This is an optimization exercise on Yosys and OpenROAD, whose aim is small area, not a production implementation.
Only simulation tests tie the RTL to the original design; equivalence was not proved.
Power figures rest on the tool's default switching activity, not on a simulated workload.

[flow/design.v]
module font_rom (
    input  [5:0] code,
    input  [2:0] row,
    input  [2:0] col,
    output       bit_out
);
    reg b;
    always @(*) begin
        case ({code, row, col})
            12'd66: b = 1'b1;
            12'd67: b = 1'b1;
            12'd73: b = 1'b1;
            12'd74: b = 1'b1;
            12'd75: b = 1'b1;
            12'd76: b = 1'b1;
            12'd80: b = 1'b1;
            12'd81: b = 1'b1;
            12'd84: b = 1'b1;
            12'd85: b = 1'b1;
            12'd88: b = 1'b1;
            12'd89: b = 1'b1;
            12'd92: b = 1'b1;
            12'd93: b = 1'b1;
            12'd96: b = 1'b1;
            12'd97: b = 1'b1;
            12'd98: b = 1'b1;
            12'd99: b = 1'b1;
            12'd100: b = 1'b1;
            12'd101: b = 1'b1;
            12'd104: b = 1'b1;
            12'd105: b = 1'b1;
            12'd108: b = 1'b1;
            12'd109: b = 1'b1;
            12'd112: b = 1'b1;
            12'd113: b = 1'b1;
            12'd116: b = 1'b1;
            12'd117: b = 1'b1;
            12'd128: b = 1'b1;
            12'd129: b = 1'b1;
            12'd130: b = 1'b1;
            12'd131: b = 1'b1;
            12'd132: b = 1'b1;
            12'd133: b = 1'b1;
            12'd137: b = 1'b1;
            12'd138: b = 1'b1;
            12'd141: b = 1'b1;
            12'd142: b = 1'b1;
            12'd145: b = 1'b1;
            12'd146: b = 1'b1;
            12'd149: b = 1'b1;
            12'd150: b = 1'b1;
            12'd153: b = 1'b1;
            12'd154: b = 1'b1;
            12'd155: b = 1'b1;
            12'd156: b = 1'b1;
            12'd157: b = 1'b1;
            12'd161: b = 1'b1;
            12'd162: b = 1'b1;
            12'd165: b = 1'b1;
            12'd166: b = 1'b1;
            12'd169: b = 1'b1;
            12'd170: b = 1'b1;
            12'd173: b = 1'b1;
            12'd174: b = 1'b1;
            12'd176: b = 1'b1;
            12'd177: b = 1'b1;
            12'd178: b = 1'b1;
            12'd179: b = 1'b1;
            12'd180: b = 1'b1;
            12'd181: b = 1'b1;
            12'd194: b = 1'b1;
            12'd195: b = 1'b1;
            12'd196: b = 1'b1;
            12'd197: b = 1'b1;
            12'd201: b = 1'b1;
            12'd202: b = 1'b1;
            12'd205: b = 1'b1;
            12'd206: b = 1'b1;
            12'd208: b = 1'b1;
            12'd209: b = 1'b1;
            12'd216: b = 1'b1;
            12'd217: b = 1'b1;
            12'd224: b = 1'b1;
            12'd225: b = 1'b1;
            12'd233: b = 1'b1;
            12'd234: b = 1'b1;
            12'd237: b = 1'b1;
            12'd238: b = 1'b1;
            12'd242: b = 1'b1;
            12'd243: b = 1'b1;
            12'd244: b = 1'b1;
            12'd245: b = 1'b1;
            12'd256: b = 1'b1;
            12'd257: b = 1'b1;
            12'd258: b = 1'b1;
            12'd259: b = 1'b1;
            12'd260: b = 1'b1;
            12'd265: b = 1'b1;
            12'd266: b = 1'b1;
            12'd268: b = 1'b1;
            12'd269: b = 1'b1;
            12'd273: b = 1'b1;
            12'd274: b = 1'b1;
            12'd277: b = 1'b1;
            12'd278: b = 1'b1;
            12'd281: b = 1'b1;
            12'd282: b = 1'b1;
            12'd285: b = 1'b1;
            12'd286: b = 1'b1;
            12'd289: b = 1'b1;
            12'd290: b = 1'b1;
            12'd293: b = 1'b1;
            12'd294: b = 1'b1;
            12'd297: b = 1'b1;
            12'd298: b = 1'b1;
            12'd300: b = 1'b1;
            12'd301: b = 1'b1;
            12'd304: b = 1'b1;
            12'd305: b = 1'b1;
            12'd306: b = 1'b1;
            12'd307: b = 1'b1;
            12'd308: b = 1'b1;
            12'd320: b = 1'b1;
            12'd321: b = 1'b1;
            12'd322: b = 1'b1;
            12'd323: b = 1'b1;
            12'd324: b = 1'b1;
            12'd325: b = 1'b1;
            12'd326: b = 1'b1;
            12'd329: b = 1'b1;
            12'd330: b = 1'b1;
            12'd334: b = 1'b1;
            12'd337: b = 1'b1;
            12'd338: b = 1'b1;
            12'd340: b = 1'b1;
            12'd345: b = 1'b1;
            12'd346: b = 1'b1;
            12'd347: b = 1'b1;
            12'd348: b = 1'b1;
            12'd353: b = 1'b1;
            12'd354: b = 1'b1;
            12'd356: b = 1'b1;
            12'd361: b = 1'b1;
            12'd362: b = 1'b1;
            12'd366: b = 1'b1;
            12'd368: b = 1'b1;
            12'd369: b = 1'b1;
            12'd370: b = 1'b1;
            12'd371: b = 1'b1;
            12'd372: b = 1'b1;
            12'd373: b = 1'b1;
            12'd374: b = 1'b1;
            12'd384: b = 1'b1;
            12'd385: b = 1'b1;
            12'd386: b = 1'b1;
            12'd387: b = 1'b1;
            12'd388: b = 1'b1;
            12'd389: b = 1'b1;
            12'd390: b = 1'b1;
            12'd393: b = 1'b1;
            12'd394: b = 1'b1;
            12'd398: b = 1'b1;
            12'd401: b = 1'b1;
            12'd402: b = 1'b1;
            12'd404: b = 1'b1;
            12'd409: b = 1'b1;
            12'd410: b = 1'b1;
            12'd411: b = 1'b1;
            12'd412: b = 1'b1;
            12'd417: b = 1'b1;
            12'd418: b = 1'b1;
            12'd420: b = 1'b1;
            12'd425: b = 1'b1;
            12'd426: b = 1'b1;
            12'd432: b = 1'b1;
            12'd433: b = 1'b1;
            12'd434: b = 1'b1;
            12'd435: b = 1'b1;
            12'd450: b = 1'b1;
            12'd451: b = 1'b1;
            12'd452: b = 1'b1;
            12'd453: b = 1'b1;
            12'd457: b = 1'b1;
            12'd458: b = 1'b1;
            12'd461: b = 1'b1;
            12'd462: b = 1'b1;
            12'd464: b = 1'b1;
            12'd465: b = 1'b1;
            12'd472: b = 1'b1;
            12'd473: b = 1'b1;
            12'd480: b = 1'b1;
            12'd481: b = 1'b1;
            12'd484: b = 1'b1;
            12'd485: b = 1'b1;
            12'd486: b = 1'b1;
            12'd489: b = 1'b1;
            12'd490: b = 1'b1;
            12'd493: b = 1'b1;
            12'd494: b = 1'b1;
            12'd498: b = 1'b1;
            12'd499: b = 1'b1;
            12'd500: b = 1'b1;
            12'd501: b = 1'b1;
            12'd502: b = 1'b1;
            12'd512: b = 1'b1;
            12'd513: b = 1'b1;
            12'd516: b = 1'b1;
            12'd517: b = 1'b1;
            12'd520: b = 1'b1;
            12'd521: b = 1'b1;
            12'd524: b = 1'b1;
            12'd525: b = 1'b1;
            12'd528: b = 1'b1;
            12'd529: b = 1'b1;
            12'd532: b = 1'b1;
            12'd533: b = 1'b1;
            12'd536: b = 1'b1;
            12'd537: b = 1'b1;
            12'd538: b = 1'b1;
            12'd539: b = 1'b1;
            12'd540: b = 1'b1;
            12'd541: b = 1'b1;
            12'd544: b = 1'b1;
            12'd545: b = 1'b1;
            12'd548: b = 1'b1;
            12'd549: b = 1'b1;
            12'd552: b = 1'b1;
            12'd553: b = 1'b1;
            12'd556: b = 1'b1;
            12'd557: b = 1'b1;
            12'd560: b = 1'b1;
            12'd561: b = 1'b1;
            12'd564: b = 1'b1;
            12'd565: b = 1'b1;
            12'd577: b = 1'b1;
            12'd578: b = 1'b1;
            12'd579: b = 1'b1;
            12'd580: b = 1'b1;
            12'd586: b = 1'b1;
            12'd587: b = 1'b1;
            12'd594: b = 1'b1;
            12'd595: b = 1'b1;
            12'd602: b = 1'b1;
            12'd603: b = 1'b1;
            12'd610: b = 1'b1;
            12'd611: b = 1'b1;
            12'd618: b = 1'b1;
            12'd619: b = 1'b1;
            12'd625: b = 1'b1;
            12'd626: b = 1'b1;
            12'd627: b = 1'b1;
            12'd628: b = 1'b1;
            12'd643: b = 1'b1;
            12'd644: b = 1'b1;
            12'd645: b = 1'b1;
            12'd646: b = 1'b1;
            12'd652: b = 1'b1;
            12'd653: b = 1'b1;
            12'd660: b = 1'b1;
            12'd661: b = 1'b1;
            12'd668: b = 1'b1;
            12'd669: b = 1'b1;
            12'd672: b = 1'b1;
            12'd673: b = 1'b1;
            12'd676: b = 1'b1;
            12'd677: b = 1'b1;
            12'd680: b = 1'b1;
            12'd681: b = 1'b1;
            12'd684: b = 1'b1;
            12'd685: b = 1'b1;
            12'd689: b = 1'b1;
            12'd690: b = 1'b1;
            12'd691: b = 1'b1;
            12'd692: b = 1'b1;
            12'd704: b = 1'b1;
            12'd705: b = 1'b1;
            12'd706: b = 1'b1;
            12'd709: b = 1'b1;
            12'd710: b = 1'b1;
            12'd713: b = 1'b1;
            12'd714: b = 1'b1;
            12'd717: b = 1'b1;
            12'd718: b = 1'b1;
            12'd721: b = 1'b1;
            12'd722: b = 1'b1;
            12'd724: b = 1'b1;
            12'd725: b = 1'b1;
            12'd729: b = 1'b1;
            12'd730: b = 1'b1;
            12'd731: b = 1'b1;
            12'd732: b = 1'b1;
            12'd737: b = 1'b1;
            12'd738: b = 1'b1;
            12'd740: b = 1'b1;
            12'd741: b = 1'b1;
            12'd745: b = 1'b1;
            12'd746: b = 1'b1;
            12'd749: b = 1'b1;
            12'd750: b = 1'b1;
            12'd752: b = 1'b1;
            12'd753: b = 1'b1;
            12'd754: b = 1'b1;
            12'd757: b = 1'b1;
            12'd758: b = 1'b1;
            12'd768: b = 1'b1;
            12'd769: b = 1'b1;
            12'd770: b = 1'b1;
            12'd771: b = 1'b1;
            12'd777: b = 1'b1;
            12'd778: b = 1'b1;
            12'd785: b = 1'b1;
            12'd786: b = 1'b1;
            12'd793: b = 1'b1;
            12'd794: b = 1'b1;
            12'd801: b = 1'b1;
            12'd802: b = 1'b1;
            12'd806: b = 1'b1;
            12'd809: b = 1'b1;
            12'd810: b = 1'b1;
            12'd813: b = 1'b1;
            12'd814: b = 1'b1;
            12'd816: b = 1'b1;
            12'd817: b = 1'b1;
            12'd818: b = 1'b1;
            12'd819: b = 1'b1;
            12'd820: b = 1'b1;
            12'd821: b = 1'b1;
            12'd822: b = 1'b1;
            12'd832: b = 1'b1;
            12'd833: b = 1'b1;
            12'd837: b = 1'b1;
            12'd838: b = 1'b1;
            12'd840: b = 1'b1;
            12'd841: b = 1'b1;
            12'd842: b = 1'b1;
            12'd844: b = 1'b1;
            12'd845: b = 1'b1;
            12'd846: b = 1'b1;
            12'd848: b = 1'b1;
            12'd849: b = 1'b1;
            12'd850: b = 1'b1;
            12'd851: b = 1'b1;
            12'd852: b = 1'b1;
            12'd853: b = 1'b1;
            12'd854: b = 1'b1;
            12'd856: b = 1'b1;
            12'd857: b = 1'b1;
            12'd858: b = 1'b1;
            12'd859: b = 1'b1;
            12'd860: b = 1'b1;
            12'd861: b = 1'b1;
            12'd862: b = 1'b1;
            12'd864: b = 1'b1;
            12'd865: b = 1'b1;
            12'd867: b = 1'b1;
            12'd869: b = 1'b1;
            12'd870: b = 1'b1;
            12'd872: b = 1'b1;
            12'd873: b = 1'b1;
            12'd877: b = 1'b1;
            12'd878: b = 1'b1;
            12'd880: b = 1'b1;
            12'd881: b = 1'b1;
            12'd885: b = 1'b1;
            12'd886: b = 1'b1;
            12'd896: b = 1'b1;
            12'd897: b = 1'b1;
            12'd901: b = 1'b1;
            12'd902: b = 1'b1;
            12'd904: b = 1'b1;
            12'd905: b = 1'b1;
            12'd906: b = 1'b1;
            12'd909: b = 1'b1;
            12'd910: b = 1'b1;
            12'd912: b = 1'b1;
            12'd913: b = 1'b1;
            12'd914: b = 1'b1;
            12'd915: b = 1'b1;
            12'd917: b = 1'b1;
            12'd918: b = 1'b1;
            12'd920: b = 1'b1;
            12'd921: b = 1'b1;
            12'd923: b = 1'b1;
            12'd924: b = 1'b1;
            12'd925: b = 1'b1;
            12'd926: b = 1'b1;
            12'd928: b = 1'b1;
            12'd929: b = 1'b1;
            12'd932: b = 1'b1;
            12'd933: b = 1'b1;
            12'd934: b = 1'b1;
            12'd936: b = 1'b1;
            12'd937: b = 1'b1;
            12'd941: b = 1'b1;
            12'd942: b = 1'b1;
            12'd944: b = 1'b1;
            12'd945: b = 1'b1;
            12'd949: b = 1'b1;
            12'd950: b = 1'b1;
            12'd962: b = 1'b1;
            12'd963: b = 1'b1;
            12'd964: b = 1'b1;
            12'd969: b = 1'b1;
            12'd970: b = 1'b1;
            12'd972: b = 1'b1;
            12'd973: b = 1'b1;
            12'd976: b = 1'b1;
            12'd977: b = 1'b1;
            12'd981: b = 1'b1;
            12'd982: b = 1'b1;
            12'd984: b = 1'b1;
            12'd985: b = 1'b1;
            12'd989: b = 1'b1;
            12'd990: b = 1'b1;
            12'd992: b = 1'b1;
            12'd993: b = 1'b1;
            12'd997: b = 1'b1;
            12'd998: b = 1'b1;
            12'd1001: b = 1'b1;
            12'd1002: b = 1'b1;
            12'd1004: b = 1'b1;
            12'd1005: b = 1'b1;
            12'd1010: b = 1'b1;
            12'd1011: b = 1'b1;
            12'd1012: b = 1'b1;
            12'd1024: b = 1'b1;
            12'd1025: b = 1'b1;
            12'd1026: b = 1'b1;
            12'd1027: b = 1'b1;
            12'd1028: b = 1'b1;
            12'd1029: b = 1'b1;
            12'd1033: b = 1'b1;
            12'd1034: b = 1'b1;
            12'd1037: b = 1'b1;
            12'd1038: b = 1'b1;
            12'd1041: b = 1'b1;
            12'd1042: b = 1'b1;
            12'd1045: b = 1'b1;
            12'd1046: b = 1'b1;
            12'd1049: b = 1'b1;
            12'd1050: b = 1'b1;
            12'd1051: b = 1'b1;
            12'd1052: b = 1'b1;
            12'd1053: b = 1'b1;
            12'd1057: b = 1'b1;
            12'd1058: b = 1'b1;
            12'd1065: b = 1'b1;
            12'd1066: b = 1'b1;
            12'd1072: b = 1'b1;
            12'd1073: b = 1'b1;
            12'd1074: b = 1'b1;
            12'd1075: b = 1'b1;
            12'd1089: b = 1'b1;
            12'd1090: b = 1'b1;
            12'd1091: b = 1'b1;
            12'd1092: b = 1'b1;
            12'd1096: b = 1'b1;
            12'd1097: b = 1'b1;
            12'd1100: b = 1'b1;
            12'd1101: b = 1'b1;
            12'd1104: b = 1'b1;
            12'd1105: b = 1'b1;
            12'd1108: b = 1'b1;
            12'd1109: b = 1'b1;
            12'd1112: b = 1'b1;
            12'd1113: b = 1'b1;
            12'd1116: b = 1'b1;
            12'd1117: b = 1'b1;
            12'd1120: b = 1'b1;
            12'd1121: b = 1'b1;
            12'd1123: b = 1'b1;
            12'd1124: b = 1'b1;
            12'd1125: b = 1'b1;
            12'd1129: b = 1'b1;
            12'd1130: b = 1'b1;
            12'd1131: b = 1'b1;
            12'd1132: b = 1'b1;
            12'd1139: b = 1'b1;
            12'd1140: b = 1'b1;
            12'd1141: b = 1'b1;
            12'd1152: b = 1'b1;
            12'd1153: b = 1'b1;
            12'd1154: b = 1'b1;
            12'd1155: b = 1'b1;
            12'd1156: b = 1'b1;
            12'd1157: b = 1'b1;
            12'd1161: b = 1'b1;
            12'd1162: b = 1'b1;
            12'd1165: b = 1'b1;
            12'd1166: b = 1'b1;
            12'd1169: b = 1'b1;
            12'd1170: b = 1'b1;
            12'd1173: b = 1'b1;
            12'd1174: b = 1'b1;
            12'd1177: b = 1'b1;
            12'd1178: b = 1'b1;
            12'd1179: b = 1'b1;
            12'd1180: b = 1'b1;
            12'd1181: b = 1'b1;
            12'd1185: b = 1'b1;
            12'd1186: b = 1'b1;
            12'd1188: b = 1'b1;
            12'd1189: b = 1'b1;
            12'd1193: b = 1'b1;
            12'd1194: b = 1'b1;
            12'd1197: b = 1'b1;
            12'd1198: b = 1'b1;
            12'd1200: b = 1'b1;
            12'd1201: b = 1'b1;
            12'd1202: b = 1'b1;
            12'd1205: b = 1'b1;
            12'd1206: b = 1'b1;
            12'd1217: b = 1'b1;
            12'd1218: b = 1'b1;
            12'd1219: b = 1'b1;
            12'd1220: b = 1'b1;
            12'd1224: b = 1'b1;
            12'd1225: b = 1'b1;
            12'd1228: b = 1'b1;
            12'd1229: b = 1'b1;
            12'd1232: b = 1'b1;
            12'd1233: b = 1'b1;
            12'd1234: b = 1'b1;
            12'd1241: b = 1'b1;
            12'd1242: b = 1'b1;
            12'd1243: b = 1'b1;
            12'd1251: b = 1'b1;
            12'd1252: b = 1'b1;
            12'd1253: b = 1'b1;
            12'd1256: b = 1'b1;
            12'd1257: b = 1'b1;
            12'd1260: b = 1'b1;
            12'd1261: b = 1'b1;
            12'd1265: b = 1'b1;
            12'd1266: b = 1'b1;
            12'd1267: b = 1'b1;
            12'd1268: b = 1'b1;
            12'd1280: b = 1'b1;
            12'd1281: b = 1'b1;
            12'd1282: b = 1'b1;
            12'd1283: b = 1'b1;
            12'd1284: b = 1'b1;
            12'd1285: b = 1'b1;
            12'd1288: b = 1'b1;
            12'd1290: b = 1'b1;
            12'd1291: b = 1'b1;
            12'd1293: b = 1'b1;
            12'd1298: b = 1'b1;
            12'd1299: b = 1'b1;
            12'd1306: b = 1'b1;
            12'd1307: b = 1'b1;
            12'd1314: b = 1'b1;
            12'd1315: b = 1'b1;
            12'd1322: b = 1'b1;
            12'd1323: b = 1'b1;
            12'd1329: b = 1'b1;
            12'd1330: b = 1'b1;
            12'd1331: b = 1'b1;
            12'd1332: b = 1'b1;
            12'd1344: b = 1'b1;
            12'd1345: b = 1'b1;
            12'd1348: b = 1'b1;
            12'd1349: b = 1'b1;
            12'd1352: b = 1'b1;
            12'd1353: b = 1'b1;
            12'd1356: b = 1'b1;
            12'd1357: b = 1'b1;
            12'd1360: b = 1'b1;
            12'd1361: b = 1'b1;
            12'd1364: b = 1'b1;
            12'd1365: b = 1'b1;
            12'd1368: b = 1'b1;
            12'd1369: b = 1'b1;
            12'd1372: b = 1'b1;
            12'd1373: b = 1'b1;
            12'd1376: b = 1'b1;
            12'd1377: b = 1'b1;
            12'd1380: b = 1'b1;
            12'd1381: b = 1'b1;
            12'd1384: b = 1'b1;
            12'd1385: b = 1'b1;
            12'd1388: b = 1'b1;
            12'd1389: b = 1'b1;
            12'd1392: b = 1'b1;
            12'd1393: b = 1'b1;
            12'd1394: b = 1'b1;
            12'd1395: b = 1'b1;
            12'd1396: b = 1'b1;
            12'd1397: b = 1'b1;
            12'd1408: b = 1'b1;
            12'd1409: b = 1'b1;
            12'd1412: b = 1'b1;
            12'd1413: b = 1'b1;
            12'd1416: b = 1'b1;
            12'd1417: b = 1'b1;
            12'd1420: b = 1'b1;
            12'd1421: b = 1'b1;
            12'd1424: b = 1'b1;
            12'd1425: b = 1'b1;
            12'd1428: b = 1'b1;
            12'd1429: b = 1'b1;
            12'd1432: b = 1'b1;
            12'd1433: b = 1'b1;
            12'd1436: b = 1'b1;
            12'd1437: b = 1'b1;
            12'd1440: b = 1'b1;
            12'd1441: b = 1'b1;
            12'd1444: b = 1'b1;
            12'd1445: b = 1'b1;
            12'd1449: b = 1'b1;
            12'd1450: b = 1'b1;
            12'd1451: b = 1'b1;
            12'd1452: b = 1'b1;
            12'd1458: b = 1'b1;
            12'd1459: b = 1'b1;
            12'd1472: b = 1'b1;
            12'd1473: b = 1'b1;
            12'd1477: b = 1'b1;
            12'd1478: b = 1'b1;
            12'd1480: b = 1'b1;
            12'd1481: b = 1'b1;
            12'd1485: b = 1'b1;
            12'd1486: b = 1'b1;
            12'd1488: b = 1'b1;
            12'd1489: b = 1'b1;
            12'd1493: b = 1'b1;
            12'd1494: b = 1'b1;
            12'd1496: b = 1'b1;
            12'd1497: b = 1'b1;
            12'd1499: b = 1'b1;
            12'd1501: b = 1'b1;
            12'd1502: b = 1'b1;
            12'd1504: b = 1'b1;
            12'd1505: b = 1'b1;
            12'd1506: b = 1'b1;
            12'd1507: b = 1'b1;
            12'd1508: b = 1'b1;
            12'd1509: b = 1'b1;
            12'd1510: b = 1'b1;
            12'd1512: b = 1'b1;
            12'd1513: b = 1'b1;
            12'd1514: b = 1'b1;
            12'd1516: b = 1'b1;
            12'd1517: b = 1'b1;
            12'd1518: b = 1'b1;
            12'd1520: b = 1'b1;
            12'd1521: b = 1'b1;
            12'd1525: b = 1'b1;
            12'd1526: b = 1'b1;
            12'd1536: b = 1'b1;
            12'd1537: b = 1'b1;
            12'd1541: b = 1'b1;
            12'd1542: b = 1'b1;
            12'd1544: b = 1'b1;
            12'd1545: b = 1'b1;
            12'd1549: b = 1'b1;
            12'd1550: b = 1'b1;
            12'd1553: b = 1'b1;
            12'd1554: b = 1'b1;
            12'd1556: b = 1'b1;
            12'd1557: b = 1'b1;
            12'd1562: b = 1'b1;
            12'd1563: b = 1'b1;
            12'd1564: b = 1'b1;
            12'd1570: b = 1'b1;
            12'd1571: b = 1'b1;
            12'd1572: b = 1'b1;
            12'd1577: b = 1'b1;
            12'd1578: b = 1'b1;
            12'd1580: b = 1'b1;
            12'd1581: b = 1'b1;
            12'd1584: b = 1'b1;
            12'd1585: b = 1'b1;
            12'd1589: b = 1'b1;
            12'd1590: b = 1'b1;
            12'd1600: b = 1'b1;
            12'd1601: b = 1'b1;
            12'd1604: b = 1'b1;
            12'd1605: b = 1'b1;
            12'd1608: b = 1'b1;
            12'd1609: b = 1'b1;
            12'd1612: b = 1'b1;
            12'd1613: b = 1'b1;
            12'd1616: b = 1'b1;
            12'd1617: b = 1'b1;
            12'd1620: b = 1'b1;
            12'd1621: b = 1'b1;
            12'd1625: b = 1'b1;
            12'd1626: b = 1'b1;
            12'd1627: b = 1'b1;
            12'd1628: b = 1'b1;
            12'd1634: b = 1'b1;
            12'd1635: b = 1'b1;
            12'd1642: b = 1'b1;
            12'd1643: b = 1'b1;
            12'd1649: b = 1'b1;
            12'd1650: b = 1'b1;
            12'd1651: b = 1'b1;
            12'd1652: b = 1'b1;
            12'd1664: b = 1'b1;
            12'd1665: b = 1'b1;
            12'd1666: b = 1'b1;
            12'd1667: b = 1'b1;
            12'd1668: b = 1'b1;
            12'd1669: b = 1'b1;
            12'd1670: b = 1'b1;
            12'd1672: b = 1'b1;
            12'd1673: b = 1'b1;
            12'd1677: b = 1'b1;
            12'd1678: b = 1'b1;
            12'd1680: b = 1'b1;
            12'd1684: b = 1'b1;
            12'd1685: b = 1'b1;
            12'd1691: b = 1'b1;
            12'd1692: b = 1'b1;
            12'd1698: b = 1'b1;
            12'd1699: b = 1'b1;
            12'd1702: b = 1'b1;
            12'd1705: b = 1'b1;
            12'd1706: b = 1'b1;
            12'd1709: b = 1'b1;
            12'd1710: b = 1'b1;
            12'd1712: b = 1'b1;
            12'd1713: b = 1'b1;
            12'd1714: b = 1'b1;
            12'd1715: b = 1'b1;
            12'd1716: b = 1'b1;
            12'd1717: b = 1'b1;
            12'd1718: b = 1'b1;
            12'd1729: b = 1'b1;
            12'd1730: b = 1'b1;
            12'd1731: b = 1'b1;
            12'd1732: b = 1'b1;
            12'd1733: b = 1'b1;
            12'd1736: b = 1'b1;
            12'd1737: b = 1'b1;
            12'd1741: b = 1'b1;
            12'd1742: b = 1'b1;
            12'd1744: b = 1'b1;
            12'd1745: b = 1'b1;
            12'd1748: b = 1'b1;
            12'd1749: b = 1'b1;
            12'd1750: b = 1'b1;
            12'd1752: b = 1'b1;
            12'd1753: b = 1'b1;
            12'd1755: b = 1'b1;
            12'd1756: b = 1'b1;
            12'd1757: b = 1'b1;
            12'd1758: b = 1'b1;
            12'd1760: b = 1'b1;
            12'd1761: b = 1'b1;
            12'd1762: b = 1'b1;
            12'd1763: b = 1'b1;
            12'd1765: b = 1'b1;
            12'd1766: b = 1'b1;
            12'd1768: b = 1'b1;
            12'd1769: b = 1'b1;
            12'd1770: b = 1'b1;
            12'd1773: b = 1'b1;
            12'd1774: b = 1'b1;
            12'd1777: b = 1'b1;
            12'd1778: b = 1'b1;
            12'd1779: b = 1'b1;
            12'd1780: b = 1'b1;
            12'd1781: b = 1'b1;
            12'd1794: b = 1'b1;
            12'd1795: b = 1'b1;
            12'd1801: b = 1'b1;
            12'd1802: b = 1'b1;
            12'd1803: b = 1'b1;
            12'd1810: b = 1'b1;
            12'd1811: b = 1'b1;
            12'd1818: b = 1'b1;
            12'd1819: b = 1'b1;
            12'd1826: b = 1'b1;
            12'd1827: b = 1'b1;
            12'd1834: b = 1'b1;
            12'd1835: b = 1'b1;
            12'd1840: b = 1'b1;
            12'd1841: b = 1'b1;
            12'd1842: b = 1'b1;
            12'd1843: b = 1'b1;
            12'd1844: b = 1'b1;
            12'd1845: b = 1'b1;
            12'd1857: b = 1'b1;
            12'd1858: b = 1'b1;
            12'd1859: b = 1'b1;
            12'd1860: b = 1'b1;
            12'd1864: b = 1'b1;
            12'd1865: b = 1'b1;
            12'd1868: b = 1'b1;
            12'd1869: b = 1'b1;
            12'd1876: b = 1'b1;
            12'd1877: b = 1'b1;
            12'd1882: b = 1'b1;
            12'd1883: b = 1'b1;
            12'd1884: b = 1'b1;
            12'd1889: b = 1'b1;
            12'd1890: b = 1'b1;
            12'd1896: b = 1'b1;
            12'd1897: b = 1'b1;
            12'd1900: b = 1'b1;
            12'd1901: b = 1'b1;
            12'd1904: b = 1'b1;
            12'd1905: b = 1'b1;
            12'd1906: b = 1'b1;
            12'd1907: b = 1'b1;
            12'd1908: b = 1'b1;
            12'd1909: b = 1'b1;
            12'd1921: b = 1'b1;
            12'd1922: b = 1'b1;
            12'd1923: b = 1'b1;
            12'd1924: b = 1'b1;
            12'd1928: b = 1'b1;
            12'd1929: b = 1'b1;
            12'd1932: b = 1'b1;
            12'd1933: b = 1'b1;
            12'd1940: b = 1'b1;
            12'd1941: b = 1'b1;
            12'd1946: b = 1'b1;
            12'd1947: b = 1'b1;
            12'd1948: b = 1'b1;
            12'd1956: b = 1'b1;
            12'd1957: b = 1'b1;
            12'd1960: b = 1'b1;
            12'd1961: b = 1'b1;
            12'd1964: b = 1'b1;
            12'd1965: b = 1'b1;
            12'd1969: b = 1'b1;
            12'd1970: b = 1'b1;
            12'd1971: b = 1'b1;
            12'd1972: b = 1'b1;
            12'd1987: b = 1'b1;
            12'd1988: b = 1'b1;
            12'd1989: b = 1'b1;
            12'd1994: b = 1'b1;
            12'd1995: b = 1'b1;
            12'd1996: b = 1'b1;
            12'd1997: b = 1'b1;
            12'd2001: b = 1'b1;
            12'd2002: b = 1'b1;
            12'd2004: b = 1'b1;
            12'd2005: b = 1'b1;
            12'd2008: b = 1'b1;
            12'd2009: b = 1'b1;
            12'd2012: b = 1'b1;
            12'd2013: b = 1'b1;
            12'd2016: b = 1'b1;
            12'd2017: b = 1'b1;
            12'd2018: b = 1'b1;
            12'd2019: b = 1'b1;
            12'd2020: b = 1'b1;
            12'd2021: b = 1'b1;
            12'd2022: b = 1'b1;
            12'd2028: b = 1'b1;
            12'd2029: b = 1'b1;
            12'd2035: b = 1'b1;
            12'd2036: b = 1'b1;
            12'd2037: b = 1'b1;
            12'd2038: b = 1'b1;
            12'd2048: b = 1'b1;
            12'd2049: b = 1'b1;
            12'd2050: b = 1'b1;
            12'd2051: b = 1'b1;
            12'd2052: b = 1'b1;
            12'd2053: b = 1'b1;
            12'd2056: b = 1'b1;
            12'd2057: b = 1'b1;
            12'd2064: b = 1'b1;
            12'd2065: b = 1'b1;
            12'd2066: b = 1'b1;
            12'd2067: b = 1'b1;
            12'd2068: b = 1'b1;
            12'd2076: b = 1'b1;
            12'd2077: b = 1'b1;
            12'd2084: b = 1'b1;
            12'd2085: b = 1'b1;
            12'd2088: b = 1'b1;
            12'd2089: b = 1'b1;
            12'd2092: b = 1'b1;
            12'd2093: b = 1'b1;
            12'd2097: b = 1'b1;
            12'd2098: b = 1'b1;
            12'd2099: b = 1'b1;
            12'd2100: b = 1'b1;
            12'd2114: b = 1'b1;
            12'd2115: b = 1'b1;
            12'd2116: b = 1'b1;
            12'd2121: b = 1'b1;
            12'd2122: b = 1'b1;
            12'd2128: b = 1'b1;
            12'd2129: b = 1'b1;
            12'd2136: b = 1'b1;
            12'd2137: b = 1'b1;
            12'd2138: b = 1'b1;
            12'd2139: b = 1'b1;
            12'd2140: b = 1'b1;
            12'd2144: b = 1'b1;
            12'd2145: b = 1'b1;
            12'd2148: b = 1'b1;
            12'd2149: b = 1'b1;
            12'd2152: b = 1'b1;
            12'd2153: b = 1'b1;
            12'd2156: b = 1'b1;
            12'd2157: b = 1'b1;
            12'd2161: b = 1'b1;
            12'd2162: b = 1'b1;
            12'd2163: b = 1'b1;
            12'd2164: b = 1'b1;
            12'd2176: b = 1'b1;
            12'd2177: b = 1'b1;
            12'd2178: b = 1'b1;
            12'd2179: b = 1'b1;
            12'd2180: b = 1'b1;
            12'd2181: b = 1'b1;
            12'd2184: b = 1'b1;
            12'd2185: b = 1'b1;
            12'd2188: b = 1'b1;
            12'd2189: b = 1'b1;
            12'd2196: b = 1'b1;
            12'd2197: b = 1'b1;
            12'd2203: b = 1'b1;
            12'd2204: b = 1'b1;
            12'd2210: b = 1'b1;
            12'd2211: b = 1'b1;
            12'd2218: b = 1'b1;
            12'd2219: b = 1'b1;
            12'd2226: b = 1'b1;
            12'd2227: b = 1'b1;
            12'd2241: b = 1'b1;
            12'd2242: b = 1'b1;
            12'd2243: b = 1'b1;
            12'd2244: b = 1'b1;
            12'd2248: b = 1'b1;
            12'd2249: b = 1'b1;
            12'd2252: b = 1'b1;
            12'd2253: b = 1'b1;
            12'd2256: b = 1'b1;
            12'd2257: b = 1'b1;
            12'd2260: b = 1'b1;
            12'd2261: b = 1'b1;
            12'd2265: b = 1'b1;
            12'd2266: b = 1'b1;
            12'd2267: b = 1'b1;
            12'd2268: b = 1'b1;
            12'd2272: b = 1'b1;
            12'd2273: b = 1'b1;
            12'd2276: b = 1'b1;
            12'd2277: b = 1'b1;
            12'd2280: b = 1'b1;
            12'd2281: b = 1'b1;
            12'd2284: b = 1'b1;
            12'd2285: b = 1'b1;
            12'd2289: b = 1'b1;
            12'd2290: b = 1'b1;
            12'd2291: b = 1'b1;
            12'd2292: b = 1'b1;
            12'd2305: b = 1'b1;
            12'd2306: b = 1'b1;
            12'd2307: b = 1'b1;
            12'd2308: b = 1'b1;
            12'd2312: b = 1'b1;
            12'd2313: b = 1'b1;
            12'd2316: b = 1'b1;
            12'd2317: b = 1'b1;
            12'd2320: b = 1'b1;
            12'd2321: b = 1'b1;
            12'd2324: b = 1'b1;
            12'd2325: b = 1'b1;
            12'd2329: b = 1'b1;
            12'd2330: b = 1'b1;
            12'd2331: b = 1'b1;
            12'd2332: b = 1'b1;
            12'd2333: b = 1'b1;
            12'd2340: b = 1'b1;
            12'd2341: b = 1'b1;
            12'd2347: b = 1'b1;
            12'd2348: b = 1'b1;
            12'd2353: b = 1'b1;
            12'd2354: b = 1'b1;
            12'd2355: b = 1'b1;
            12'd2410: b = 1'b1;
            12'd2411: b = 1'b1;
            12'd2418: b = 1'b1;
            12'd2419: b = 1'b1;
            12'd2474: b = 1'b1;
            12'd2475: b = 1'b1;
            12'd2482: b = 1'b1;
            12'd2483: b = 1'b1;
            12'd2489: b = 1'b1;
            12'd2490: b = 1'b1;
            12'd2497: b = 1'b1;
            12'd2498: b = 1'b1;
            12'd2499: b = 1'b1;
            12'd2500: b = 1'b1;
            12'd2504: b = 1'b1;
            12'd2505: b = 1'b1;
            12'd2508: b = 1'b1;
            12'd2509: b = 1'b1;
            12'd2516: b = 1'b1;
            12'd2517: b = 1'b1;
            12'd2523: b = 1'b1;
            12'd2524: b = 1'b1;
            12'd2530: b = 1'b1;
            12'd2531: b = 1'b1;
            12'd2546: b = 1'b1;
            12'd2547: b = 1'b1;
            12'd2563: b = 1'b1;
            12'd2564: b = 1'b1;
            12'd2570: b = 1'b1;
            12'd2571: b = 1'b1;
            12'd2572: b = 1'b1;
            12'd2573: b = 1'b1;
            12'd2578: b = 1'b1;
            12'd2579: b = 1'b1;
            12'd2580: b = 1'b1;
            12'd2581: b = 1'b1;
            12'd2587: b = 1'b1;
            12'd2588: b = 1'b1;
            12'd2595: b = 1'b1;
            12'd2596: b = 1'b1;
            12'd2611: b = 1'b1;
            12'd2612: b = 1'b1;
            12'd2629: b = 1'b1;
            12'd2630: b = 1'b1;
            12'd2636: b = 1'b1;
            12'd2637: b = 1'b1;
            12'd2643: b = 1'b1;
            12'd2644: b = 1'b1;
            12'd2650: b = 1'b1;
            12'd2651: b = 1'b1;
            12'd2657: b = 1'b1;
            12'd2658: b = 1'b1;
            12'd2664: b = 1'b1;
            12'd2665: b = 1'b1;
            12'd2672: b = 1'b1;
            12'd2688: b = 1'b1;
            12'd2689: b = 1'b1;
            12'd2697: b = 1'b1;
            12'd2698: b = 1'b1;
            12'd2706: b = 1'b1;
            12'd2707: b = 1'b1;
            12'd2715: b = 1'b1;
            12'd2716: b = 1'b1;
            12'd2724: b = 1'b1;
            12'd2725: b = 1'b1;
            12'd2733: b = 1'b1;
            12'd2734: b = 1'b1;
            12'd2742: b = 1'b1;
            12'd2800: b = 1'b1;
            12'd2801: b = 1'b1;
            12'd2802: b = 1'b1;
            12'd2803: b = 1'b1;
            12'd2804: b = 1'b1;
            12'd2805: b = 1'b1;
            12'd2806: b = 1'b1;
            12'd2807: b = 1'b1;
            12'd2840: b = 1'b1;
            12'd2841: b = 1'b1;
            12'd2842: b = 1'b1;
            12'd2843: b = 1'b1;
            12'd2844: b = 1'b1;
            12'd2845: b = 1'b1;
            12'd2883: b = 1'b1;
            12'd2884: b = 1'b1;
            12'd2891: b = 1'b1;
            12'd2892: b = 1'b1;
            12'd2899: b = 1'b1;
            12'd2900: b = 1'b1;
            12'd2907: b = 1'b1;
            12'd2908: b = 1'b1;
            12'd2915: b = 1'b1;
            12'd2916: b = 1'b1;
            12'd2923: b = 1'b1;
            12'd2924: b = 1'b1;
            12'd2931: b = 1'b1;
            12'd2932: b = 1'b1;
            12'd2945: b = 1'b1;
            12'd2946: b = 1'b1;
            12'd2947: b = 1'b1;
            12'd2948: b = 1'b1;
            12'd2952: b = 1'b1;
            12'd2953: b = 1'b1;
            12'd2956: b = 1'b1;
            12'd2957: b = 1'b1;
            12'd2960: b = 1'b1;
            12'd2961: b = 1'b1;
            12'd2964: b = 1'b1;
            12'd2965: b = 1'b1;
            12'd2968: b = 1'b1;
            12'd2969: b = 1'b1;
            12'd2972: b = 1'b1;
            12'd2973: b = 1'b1;
            12'd2977: b = 1'b1;
            12'd2978: b = 1'b1;
            12'd2979: b = 1'b1;
            12'd2980: b = 1'b1;
            12'd3018: b = 1'b1;
            12'd3019: b = 1'b1;
            12'd3026: b = 1'b1;
            12'd3027: b = 1'b1;
            12'd3050: b = 1'b1;
            12'd3051: b = 1'b1;
            12'd3058: b = 1'b1;
            12'd3059: b = 1'b1;
            12'd3073: b = 1'b1;
            12'd3074: b = 1'b1;
            12'd3081: b = 1'b1;
            12'd3082: b = 1'b1;
            12'd3088: b = 1'b1;
            12'd3089: b = 1'b1;
            default: b = 1'b0;
        endcase
    end
    assign bit_out = b;
endmodule
module svo_tmds (
	input clk, resetn, de,
	input [1:0] ctrl,
	input din,
	output reg [9:0] dout0,
	output reg [9:0] dout12
);
	reg signed [3:0] cnt;
	reg [3:0] q_out;
	wire neg = cnt[3];
	always @(posedge clk) begin
		if (!resetn) begin
			cnt <= 0;
			q_out <= 0;
		end else if (!de) begin
			cnt <= 0;
			q_out <= {2'b01, ctrl};
		end else begin
			cnt <= neg ? cnt + (din ? 4'sd3 : 4'sd5) : cnt - 4'sd4;
			q_out <= {2'b10, neg, din};
		end
	end
	reg [9:0] data_word;
	always @(*) begin
		case (q_out[1:0])
			2'b00: data_word = 10'h100;
			2'b01: data_word = 10'h200;
			2'b10: data_word = 10'h3ff;
			2'b11: data_word = 10'h0ff;
		endcase
		if (q_out[3]) begin
			dout0 = data_word;
			dout12 = data_word;
		end else if (q_out[2]) begin
			case (q_out[1:0])
				2'b00: dout0 = 10'b1101010100;
				2'b01: dout0 = 10'b0010101011;
				2'b10: dout0 = 10'b0101010100;
				2'b11: dout0 = 10'b1010101011;
			endcase
			dout12 = 10'b1101010100;
		end else begin
			dout0 = 10'b0;
			dout12 = 10'b0;
		end
	end
endmodule
`timescale 1ns / 1ps
module svo_enc (
	input clk, resetn,
	output [9:0] disp_x,
	output [8:0] disp_y,
	output [3:0] rd_col,
	output [2:0] rd_grid_y,
	output de,
	output [1:0] ctrl,    
	output text           
);
	reg [10:0] hx;
	reg [9:0] ln;
	always @(posedge clk) begin
		if (!resetn) begin
			hx <= 11'd1214;
			ln <= 10'd720;
		end else begin
			hx <= (hx == 11'd1663) ? 11'd0 : hx + 11'd1;
			if (hx == 11'd1023)
				ln <= (ln == 10'd747) ? 10'd0 : ln + 10'd1;
		end
	end
	assign disp_x = hx[10] ? 10'd0 : hx[9:0];
	assign disp_y = ln[9] ? 9'd0 : ln[8:0];
	wire [10:0] hx_inc = hx + 11'd1;
	assign rd_col = hx_inc[10] ? 4'd0 : hx_inc[9:6];
	wire [9:0] ln_next = (hx == 11'd1023) ? ((ln == 10'd747) ? 10'd0 : ln + 10'd1) : ln;
	assign rd_grid_y = ln_next[9] ? 3'd0 : ln_next[8:6];
	wire late    = hx >= 11'd1024 && hx < 11'd1225;
	wire blank_h = hx >= 11'd1225 && hx < 11'd1609;
	wire hsync   = hx >= 11'd1289 && hx < 11'd1417;
	wire text_h  = hx >= 11'd9 && hx < 11'd1033;
	wire blank_v = late ? (ln >= 10'd721 || ln == 10'd0) : (ln >= 10'd720);
	wire vsync   = late ? (ln >= 10'd724 && ln < 10'd729) : (ln >= 10'd723 && ln < 10'd728);
	wire text_v  = late ? (ln >= 10'd1 && ln < 10'd513) : (ln < 10'd512);
	assign de = !(blank_h || blank_v);
	assign ctrl = {vsync, hsync};
	assign text = text_h && text_v;
endmodule
`timescale 1ns / 1ps
module svo_canvas (
    input            clk,
    input            resetn,
    input            user_clk,
    input      [2:0] user_data_3,
    input      [9:0] display_x,
    input      [8:0] display_y,
    input      [3:0] rd_col,
    input      [2:0] rd_grid_y,
    output           pixel
);
    reg [2:0] user_clk_q;
    wire user_clk_rise = user_clk_q[1] && !user_clk_q[2];
    wire user_clk_fall = !user_clk_q[1] && user_clk_q[2];
    reg       write_clk;
    reg       load_upper;
    reg [5:0] user_data_6;
    reg [6:0] last_pos;
    reg       any_wr;
    reg       two_wr;
    reg       enable_read_offset;
    reg [2:0] read_offset;
    wire       do_write = user_clk_rise && !write_clk;
    wire [6:0] wr_pos   = two_wr ? last_pos + 7'd1 : 7'd0;
    always @(posedge clk) begin
        if (!resetn) begin
            user_clk_q <= 0;
            write_clk <= 0;
            load_upper <= 0;
            user_data_6 <= 0;
            last_pos <= 0;
            any_wr <= 0;
            two_wr <= 0;
            enable_read_offset <= 0;
            read_offset <= 0;
        end else begin
            user_clk_q <= { user_clk_q[1:0], user_clk };
            if (user_clk_rise)
                write_clk <= !write_clk;
            if (user_clk_fall) begin
                load_upper <= !load_upper;
                if (load_upper)
                    user_data_6[5:3] <= user_data_3;
                else
                    user_data_6[2:0] <= user_data_3;
            end
            if (do_write) begin
                last_pos <= wr_pos;
                any_wr <= 1;
                two_wr <= any_wr;
                if (wr_pos == 7'd127)
                    enable_read_offset <= 1;
                if (enable_read_offset && wr_pos[3:0] == 0)
                    read_offset <= read_offset + 1;
            end
        end
    end
    wire [2:0] rd_row = rd_grid_y + read_offset;
    wire [6:0] rd_pos = { rd_row, rd_col };
    wire [2:0] lw_row = last_pos[6:4];
    wire [3:0] lw_col = last_pos[3:0];
    wire rd_valid = two_wr && ((rd_row < lw_row) ||
                               (rd_row == lw_row && rd_col <= lw_col) ||
                               (enable_read_offset && rd_row > lw_row));
    reg [3:0]  ph;
    reg [95:0] ring [0:7];
    reg        pa_v, pb_v;
    reg [5:0]  pa_d, pb_d;
    wire [6:0] pa_pos = last_pos;
    wire [6:0] pb_pos = last_pos - 7'd1;
    wire commit_a = pa_v && (pa_pos[3:0] ^ {pa_pos[4], 3'b000}) == ph;
    wire commit_b = pb_v && (pb_pos[3:0] ^ {pb_pos[4], 3'b000}) == ph;
    wire mem_write = do_write && any_wr;    
    reg [5:0] ring_in [0:7];
    integer r;
    always @(*) begin
        for (r = 0; r < 8; r = r + 1) begin
            if (commit_a && pa_pos[6:4] == r)
                ring_in[r] = pa_d;
            else if (commit_b && pb_pos[6:4] == r)
                ring_in[r] = pb_d;
            else
                ring_in[r] = ring[r][5:0];
        end
    end
    always @(posedge clk) begin
        for (r = 0; r < 8; r = r + 1)
            ring[r] <= { ring_in[r], ring[r][95:6] };
    end
    always @(posedge clk) begin
        if (!resetn) begin
            ph <= 0;
            pa_v <= 0;
            pb_v <= 0;
        end else begin
            ph <= ph + 4'd1;
            if (mem_write) begin
                pa_v <= 1;
                pa_d <= user_data_6;
                pb_v <= pa_v && !commit_a;
                pb_d <= pa_d;
            end else begin
                if (commit_a) pa_v <= 0;
                if (commit_b) pb_v <= 0;
            end
        end
    end
    wire [3:0] c  = display_x[9:6];
    wire [2:0] g  = display_y[8:6];
    wire [2:0] r0 = g + read_offset;
    wire [3:0] c1 = c + 4'd1;
    wire odd = r0[0];
    wire at_c   = ph == c;
    wire at_c8  = ph == (c ^ 4'd8);
    wire at_c1  = ph == c1;
    wire at_c18 = ph == (c1 ^ 4'd8);
    wire [2:0] row_sel = (odd == (at_c8 || at_c18)) ? r0 : r0 + 3'd1;
    wire [5:0] tap = ring_in[row_sel];
    reg  [5:0] x00, x10, x01, x11;
    wire [5:0] f00 = (odd ? at_c8  : at_c ) ? tap : x00;
    wire [5:0] f10 = (odd ? at_c   : at_c8) ? tap : x10;
    wire [5:0] f01 = (odd ? at_c18 : at_c1) ? tap : x01;
    wire [5:0] f11 = (odd ? at_c1 : at_c18) ? tap : x11;
    wire colchg = rd_col != c;
    wire scroll = do_write && enable_read_offset && wr_pos[3:0] == 0;
    always @(posedge clk) begin
        x00 <= scroll ? (colchg ? f11 : f10) : (colchg ? f01 : f00);
        x10 <= colchg ? f11 : f10;
        x01 <= scroll ? f11 : f01;
        x11 <= f11;
    end
    wire [5:0] rd_data = (pa_v && rd_pos == pa_pos) ? pa_d :
                         (pb_v && rd_pos == pb_pos) ? pb_d :
                         colchg ? f01 : f00;
    reg  [5:0] char_code_q;
    reg        pix_q;
    wire       font_bit;
    font_rom font_bitmaps (
        .code(char_code_q),
        .row(display_y[5:3]),
        .col(display_x[5:3]),
        .bit_out(font_bit)
    );
    always @(posedge clk) begin
        if (!resetn) begin
            char_code_q <= 0;
            pix_q <= 0;
        end else begin
            char_code_q <= rd_valid ? rd_data : 6'd0;
            pix_q <= font_bit;
        end
    end
    reg [8:0] pix_d;
    always @(posedge clk)
        pix_d <= { pix_d[7:0], pix_q };
    assign pixel = pix_d[8];
endmodule
`timescale 1ns / 1ps
module hdmi_text_top (
	input clk,
	input resetn,
	input user_clk,
	input [2:0] user_data_3,
	output [9:0] tmds_ch0,
	output [9:0] tmds_ch1,
	output [9:0] tmds_ch2
);
	reg [5:0] resetn_clk_pixel_q;
	always @(posedge clk)
		resetn_clk_pixel_q <= {resetn_clk_pixel_q, resetn};
	wire clk_pixel_resetn = resetn_clk_pixel_q[5];
	wire [9:0] display_x;
	wire [8:0] display_y;
	wire [3:0] rd_col;
	wire [2:0] rd_grid_y;
	wire de, text, pixel;
	wire [1:0] ctrl;
	svo_enc svo_enc (
		.clk(clk),
		.resetn(clk_pixel_resetn),
		.disp_x(display_x),
		.disp_y(display_y),
		.rd_col(rd_col),
		.rd_grid_y(rd_grid_y),
		.de(de),
		.ctrl(ctrl),
		.text(text)
	);
	svo_canvas svo_canvas (
		.clk(clk),
		.resetn(resetn),
		.user_clk(user_clk),
		.user_data_3(user_data_3),
		.display_x(display_x),
		.display_y(display_y),
		.rd_col(rd_col),
		.rd_grid_y(rd_grid_y),
		.pixel(pixel)
	);
	wire [9:0] tmds_ch12;
	svo_tmds svo_tmds (
		.clk(clk),
		.resetn(clk_pixel_resetn),
		.de(de),
		.ctrl(ctrl),
		.din(text && pixel),
		.dout0(tmds_ch0),
		.dout12(tmds_ch12)
	);
	assign tmds_ch1 = tmds_ch12;
	assign tmds_ch2 = tmds_ch12;
endmodule
[flow/flow/run.sh]
#!/bin/bash
set -euo pipefail
export CTS_ARGS="-sink_clustering_enable -repair_clock_nets -sink_clustering_size 18 -sink_clustering_max_diameter 50 -buf_list sky130_fd_sc_hd__clkbuf_8 -dont_use_dummy_load"
bash standard.sh > standard.log 2>&1
[flow/standard.sh]
#!/bin/bash
# synth_recipe.tcl (not shown) runs the flow's synth.tcl, then flattens the netlist and writes it again
# the make line also repeats each setting of config.mk as NAME=value (left out here)
make -C /OpenROAD-flow-scripts/flow DESIGN_CONFIG=/design/flow/config.mk WORK_HOME=/design/flow/orfs CLKGATE_MAP_FILE= SYNTH_SCRIPT=/design/flow/synth_recipe.tcl "${@:-finish}"
[flow/config.mk]
export PLATFORM = sky130hd
export DESIGN_NAME = hdmi_text_top
export DESIGN_NICKNAME = hdmi_text_top
export VERILOG_FILES = /design/flow/design.v
export SDC_FILE = /design/flow/constraint.sdc
export NUM_CORES = 4
export LEC_CHECK = 0
export ABC_AREA = 1
export CAP_MARGIN = 20
export CORE_MARGIN = 2
export CORE_UTILIZATION = 40
export SLEW_MARGIN = 20
[flow/constraint.sdc]
create_clock -name core_clock -period 10.0 [get_ports {clk}]
set_input_delay 2.0000 -clock core_clock [delete_from_list [all_inputs] [get_ports {clk}]]
set_output_delay 2.0000 -clock core_clock [all_outputs]
set_load 0.01 [all_outputs]
==> reports/qor.yml, run 1 <==
final_layout:
  fillCellCount: 5940
  final_util_pct: 43.7
  drive_above_1_share_pct: 7.28
  syn_to_final_growth_pct: 8.09
  final_cell_mix: "873 x dfxtp_1, 431 x nand2_1, 193 x inv_1"
  layout.nets: 2526
  final_common_cell: "dfxtp_1"
clock_network:
  clk_latency_ps: 670
  htreeDepth: 3
  clock_path_buffers: 3
  hold_buffers: 0
  post_cts_buffers: 0
  cts_buffers: 69
  cts_tree: "done"
  cts_root_buf: "clkbuf_8"
  cts_resized: 0
  clkTransAtPathRegs_ps: 90
  cts_sinks: 885
global_route:
  grt_util_met1_pct: 20.9
  antenna_found_initial: 1
  gr-max-usage-layer: "met2"
  met2_usage_pct: 26.9
  grt-ovfl-total: 0
  grt_pass1_vias: 15200
  grt_pass1_wl_microns: 84600
  grt_max_degree: 40
  grtUsageTotal_pct: 16.4
  grt.met3_usage_pct: 2.38
synth:
  ys_seq_area_share_pct: 69.7
  synthXorXnorAreaFrac_pct: 0.983
  synth.ff_latch_count: 885
  syn_nets: 2476
  synthMuxAreaShare_pct: 0.0391
  synth_compound_area_share_pct: 6.82
  synthSimpleGateAreaFrac_pct: 15.4
  synth_top_family_by_area: "simple AND/OR/NAND/NOR gates"
  synth_cell_type_count: 59
  synth_area_sq_um: 25600
  yosysWarnings: 7
  synthAdderAreaFrac_pct: 2.29
  syn_inst: 2425
  syn_area_per_cell_sq_um: 10.5
timing:
  timing.hold.ws_ps: 281
  setup_viol: 0
  fmax_mhz: 195
  tns_ps: 0
  tightestPinTransition_ps: 963
  maxSlewHeadroom_pct: 35.5
  skew_ps: 94.8
  min_period_over_period_pct: 51.3
  hold_viol: 0
  rsz0062_at_grt: "false"
  slew_violations: 0
  period_needed_ps: 5130
floorplanning:
  die_width_microns: 257
  die_h_microns: 257
  dieArea_sq_um: 66000
  core_sq_um: 63200
  io_pins: 36
  row_count: 92
  start_util_pct: 40.5
hold_path:
  hold_depth: 0
  min_path_type: "flop to flop"
worst_setup_path:
  r2r_cells: 28
  cp_slowest_cell: "dfxtp_1"
  worst_ep_required_time_ps: 10450
  cp_max_fo: 9
  worst-path-stages: 28
  max_stage_delay_ps: 470
  path_delay_family: "simple AND/OR/NAND/NOR gates"
  critPathBufInv: 5
  crit_type: "flop to flop"
  cp-start-kind: "flop"
  cpMostUsedCell: "nand2_1"
  worstPathArrival_ps: 5580
  cp-end-kind: "flop"
route:
  ant_nets: 0
  drc: 0
  viasPerCell: 4.74
  vias: 15700
  firstDrtPassIters: 7
  initialDrtViolationCount: 1055
  wirelength_microns: 54200
  wire_per_inst_microns: 16.3
pwr:
  p_total_mw: 5.40
  p_leak_nw: 11.6
  vdd_drop_max_v: 0.0000822
  p_per_area_nw_per_um2: 195
placed_design:
  port_buffers: 35
  gp_congestion: 0.949
  dp_hpwl_microns: 38700
flow_run:
  max_cap_violations: 0
outcome:
  status: "timing/DRC/antenna clean"
[cell usage after synthesis (all sizes together)]
master | count | area [sq um]
o31ai | 6 | 45.0
nand2 | 452 | 1760
xor2 | 19 | 181
a311oi | 1 | 8.76
o21a | 6 | 45.0
xnor2 | 8 | 70.1
a21boi | 3 | 22.5
nor3 | 26 | 135
o211ai | 17 | 128
or4 | 1 | 7.51
fa | 3 | 60.1
and2 | 4 | 30.0
and3 | 2 | 12.5
inv | 209 | 795
o41ai | 1 | 8.76
nor3b | 2 | 15.0
o221ai | 4 | 35.0
a211oi | 5 | 37.5
o22ai | 7 | 43.8
nand4 | 19 | 119
nor2 | 167 | 712
o2111ai | 6 | 52.6
o21ai | 105 | 526
a21oi | 112 | 561
mux2i | 1 | 10.0
nand3 | 183 | 981
clkbuf | 27 | 101
edfxtp | 12 | 360
nor4 | 6 | 37.5
dfxtp | 873 | 17500
nand3b | 4 | 30.0
o21bai | 1 | 7.51
o311ai | 3 | 26.3
a22oi | 5 | 37.5
a31oi | 19 | 144
or2 | 14 | 87.6
clkinv | 4 | 15.0
a2111oi | 2 | 17.5
nor4b | 1 | 8.76
ha | 42 | 526
buf | 43 | 300
[path summary, 6_finish.rpt]
check                                             from                        end  slack, ps
worst max-delay path                     svo_enc.hx[0]  svo_canvas.char_code_q[5]       4870
worst min-delay path            svo_canvas.ring[1][55]     svo_canvas.ring[1][49]        280
worst max register to register           svo_enc.hx[0]  svo_canvas.char_code_q[5]       4870
worst min register to register  svo_canvas.ring[1][55]     svo_canvas.ring[1][49]        280
[routing by layer]
| metal | up-vias | routed length (microns) |
|---|---|---|
| li1 | 7854 | - |
| met1 | 7332 | 24600 |
| met2 | 399 | 24900 |
| met3 | 159 | 2210 |
| met4 | 0 | 2470 |
| met5 | - | 0 |
[flip-flops by register name (all words and copies together) (netlist names), 7 cells and up]
name                 cells
svo_enc.ln              10
svo_enc.hx              11
svo_canvas.last_pos      7
svo_canvas.pix_d         9
svo_canvas.ring        768
[layout make-up]
| type | instances | area [sq um] | share of cell area (%) |
|---|---|---|---|
| Timing Repair Buffer | 49 | 455 | 1.65 |
| Tap cell | 846 | 1060 | 3.83 |
| Sequential cell | 885 | 17800 | 64.5 |
| Multi-Input combinational cell | 1257 | 6530 | 23.6 |
| Clock buffer | 69 | 950 | 3.44 |
| Inverter | 213 | 810 | 2.93 |
| Antenna cell | 1 | 2.50 | 0.00905 |
[per-stage QoR]
stage	worst slack (ps)	cell area, sq um	cells
after CTS	4890	27600	3319
after global routing	4110	27600	3320
final	4870	27600	3320
after floorplan	5730	25600	2425
after global placement	5290	26700	3250
after detailed placement	4990	26700	3250
[power by group]
part           switching [mW]  total, mW  internal [mW]
clock                   0.980       1.60          0.619
combinational           0.120      0.207         0.0874
sequential             0.0254       3.59           3.57
total                    1.13       5.40           4.27
[cells by family after synthesis]
| kind of cell | count (synthesis) |
|---|---|
| XOR/XNOR | 27 |
| multiplexers | 1 |
| flip-flops | 885 |
| buffers and inverters | 283 |
| AO/OA/AOI/OAI | 303 |
| AND/OR/NAND/NOR | 881 |
| adder cells (fa/ha/maj) | 45 |
==> inputs of run 2 (changes only) <==
==> flow/flow/run.sh (replaced) <==
#!/bin/bash
set -euo pipefail
export CTS_ARGS="-sink_clustering_enable -repair_clock_nets -sink_clustering_size 20 -sink_clustering_max_diameter 40 -buf_list sky130_fd_sc_hd__clkbuf_8 -dont_use_dummy_load"
export BUFFER_PORTS_ARGS="-buffer_cell sky130_fd_sc_hd__buf_1"
bash standard.sh > standard.log 2>&1
--- a/flow/config.mk
+++ b/flow/config.mk
@@ -8,5 +8,6 @@
 export ABC_AREA = 1
 export CAP_MARGIN = 20
 export CORE_MARGIN = 2
-export CORE_UTILIZATION = 40
+export CORE_UTILIZATION = 65
+export GPL_TIMING_DRIVEN = 0
 export SLEW_MARGIN = 20
==> run 2 against run 1 <==
First-iteration DRC count rose by 79%; sequential cell count did not move; still clean; sequential share of layout area rose by 0.67 points.
==> reports/qor.yml, run 2 <==
outcome:
  status: "timing/DRC/antenna clean"
synth:
  synth.ff_latch_count: 885
  synth.area.top_cells: "dfxtp_1 68%, nand2_1 6.3%, nand3_1 3.3%, inv_1 2.8%, a21oi_1 2.2%"
  synth_cell_type_count: 59
  post-synth-top-count-cell: "dfxtp_1"
  synth_edf_count: 12
  syn_area_per_cell_sq_um: 10.5
  synth-async-reset-ratio_pct: 0
  synth_area_sq_um: 25600
  yosysWarnings: 7
  synth_ff_type: "dfxtp_1"
  ys_seq_area_share_pct: 69.7
  syn_nets: 2476
  syn_inst: 2425
  synth_common_cells: "873 x dfxtp_1, 431 x nand2_1, 193 x inv_1"
  yosysTopAreaCell: "dfxtp_1"
  synth_top_area_share_pct: 68.3
timing:
  timing.hold.ws_ps: 264
  skew_ps: 132
  tns_ps: 0
  period_needed_ps: 5380
  maxSlewHeadroom_pct: 33.2
  hold_viol: 0
  setup_viol: 0
  rsz0062_at_grt: "false"
  slew_violations: 0
  fmax_mhz: 186
  min_period_over_period_pct: 53.8
  tightestPinTransition_ps: 998
global_route:
  grt-ovfl-total: 0
  grtUsageTotal_pct: 31.2
  grt_pass1_wl_microns: 97100
  antenna_found_initial: 2
  grt_pass1_vias: 17000
  grt_max_degree: 21
worst_setup_path:
  cp_slowest_cell: "nor3_1"
  rrSetupSlack_ps: 4620
  crit_type: "flop to flop"
  timing.rr.start: "svo_enc.hx[0]"
  r2r_end: "svo_canvas.char_code_q[5]"
  cp-end-kind: "flop"
  worstPathArrival_ps: 5830
  cp_max_fo: 9
  r2r_cells: 28
  cpMostUsedCell: "nand2_1"
  worst_ep_required_time_ps: 10450
  cp-start-kind: "flop"
  max_stage_delay_ps: 500
hold_path:
  hp-start: "svo_canvas.ring[4][61]"
  min_path_type: "flop to flop"
  hold_depth: 0
  holdPathEnd: "svo_canvas.ring[4][55]"
final_layout:
  register_area_sq_um: 17800
  antenna_cells: 0
  syn_to_final_growth_pct: 6.99
  layout.nets: 2586
  drive_above_1_share_pct: 8.21
  largest_reg_flops: 768
  final_cells: 3051
  multiInputGateArea_sq_um: 6530
  stdcell_area_sq_um: 27400
  largest_register: "svo_canvas.ring"
  final_cell_mix: "873 x dfxtp_1, 431 x nand2_1, 193 x inv_1"
  reg.largest.list: "svo_canvas.ring: 768 flops, svo_enc.hx: 11 flops, svo_enc.ln: 10 flops"
  fillCellCount: 2538
  final_common_cell: "dfxtp_1"
pwr:
  p_int_mw: 4.30
  p_sw_mw: 1.20
  p_per_area_nw_per_um2: 201
  combPwrFrac_pct: 3.8
  pwr-share-seq_pct: 65.4
  p_leak_nw: 11.7
  clockPowerShare_pct: 30.9
  p_total_mw: 5.50
  swShare_pct: 21.8
  vdd_drop_max_v: 0.000130
floorplanning:
  die_h_microns: 202
  row_count: 72
  io_pins: 36
  core_sq_um: 38700
  start_util_pct: 66.0
  die_width_microns: 202
  dieArea_sq_um: 40900
placed_design:
  place_area_sq_um: 26400
  gp_congestion: 0.990
  port_buffers: 35
  dp.cells: 2978
  dp_hpwl_microns: 42200
clock_network:
  clk_latency_ps: 680
  cts_tree: "done"
  cts_root_buf: "clkbuf_8"
  clock_path_buffers: 3
  htreeDepth: 3
  cts_buffers: 73
  clkTransAtPathRegs_ps: 110
  cts_resized: 0
  cts_sinks: 885
  hold_buffers: 0
  post_cts_buffers: 0
route:
  firstDrtPassIters: 10
  initialDrtViolationCount: 1888
  viasPerCell: 5.71
  wire_per_inst_microns: 20.9
  drc: 0
  vias: 17400
  ant_nets: 0
  wirelength_microns: 63900
flow_run:
  max_cap_violations: 0
## run 2: worst max-delay path by stage
stage,from,end,depth (start not counted)
after global routing,svo_enc.hx[0],svo_canvas.char_code_q[5],28
after global placement,svo_enc.hx[0],svo_canvas.char_code_q[3],28
after CTS,svo_enc.hx[0],svo_canvas.char_code_q[5],28
final,svo_enc.hx[0],svo_canvas.char_code_q[5],28
after detailed placement,svo_enc.hx[0],svo_canvas.char_code_q[5],28
after floorplan,svo_enc.hx[0],svo_canvas.char_code_q[1],28
## run 2: power groups by stage
stage	clock [mW]	sequential, mW	combinational [mW]
floorplan	0	3.66	0.153
global placement	0	3.67	0.193
detailed placement	0	3.67	0.203
CTS	1.72	3.59	0.206
global route	1.84	3.60	0.231
finish	1.70	3.59	0.209
## run 2: stage by stage
stage	setup slack, ps	utilization, %
finish	4620	70.6
global route	4080	70.6
CTS	4730	70.6
detailed placement	4780	68.0
global placement	4850	68.0
floorplan	5730	-
## run 2: critical path, delay by kind of cell (launching register included)
family / cells / cell delay, ps
buffers and inverters: 5 / 650
flip-flops: 1 / 470
AO/OA/AOI/OAI: 4 / 490
adder cells (fa/ha/maj): 3 / 930
XOR/XNOR: 1 / 170
AND/OR/NAND/NOR: 15 / 2510
## run 2: cell type report
| type | instances | share of cell area [%] |
|---|---|---|
| multi-input combinational | 1257 | 23.9 |
| inverter | 213 | 2.96 |
| tap | 518 | 2.37 |
| sequential | 885 | 65.2 |
| clock buffer | 73 | 3.67 |
| timing repair buffer | 35 | 0.480 |
| buffer | 70 | 1.47 |
## run 2: cells by family (layout without fill, tap and decap cells)
family                     after synthesis  in the layout  synth area share [%]
AOI/OAI and AO/OA                      303            303                  6.82
xor gates and xnor gates                27             27                 0.983
adders and majority gates               45             45                  2.29
buffers and inverters                  283            391                  4.74
DFF                                    885            885                  69.7
muxes                                    1              1                0.0391
and+or+nand+nor                        881            881                  15.4
## run 2: routing by layer
metal / share of wire (%) / wire [microns] / vias to the layer above / GRT usage [%]
met1: 40 / 25800 / 8081 / 40.5
met4: 6.3 / 4010 / 0 / 17.9
met3: 8.3 / 5300 / 327 / 5.50
li1: - / - / 7965 / -
met5: 0 / 0 / - / 0
met2: 45 / 28800 / 1051 / 49.6

==> static timing again, ports no longer ideal <==
How much do the figures lean on ideal ports? The routed layouts below were timed once more, with nothing changed but the port constraints. Step 1 assumes that a clkbuf_16 drives the clock port and a buf_2 every other input. Step 2 also shifts input and output timing later by t, the mid clock arrival at the registers, as if the neighbouring blocks saw the same clock. Three values: no drivers, after step 1, after step 2; two values: the first two.
run	t, ns	setup WS [ns]	worst setup path at the end
run 1	0.675	4.871 / 4.871 / 4.871	register to register
run 2	0.652	4.617 / 4.617 / 4.617	register to register
After both steps every run listed still meets setup and hold.
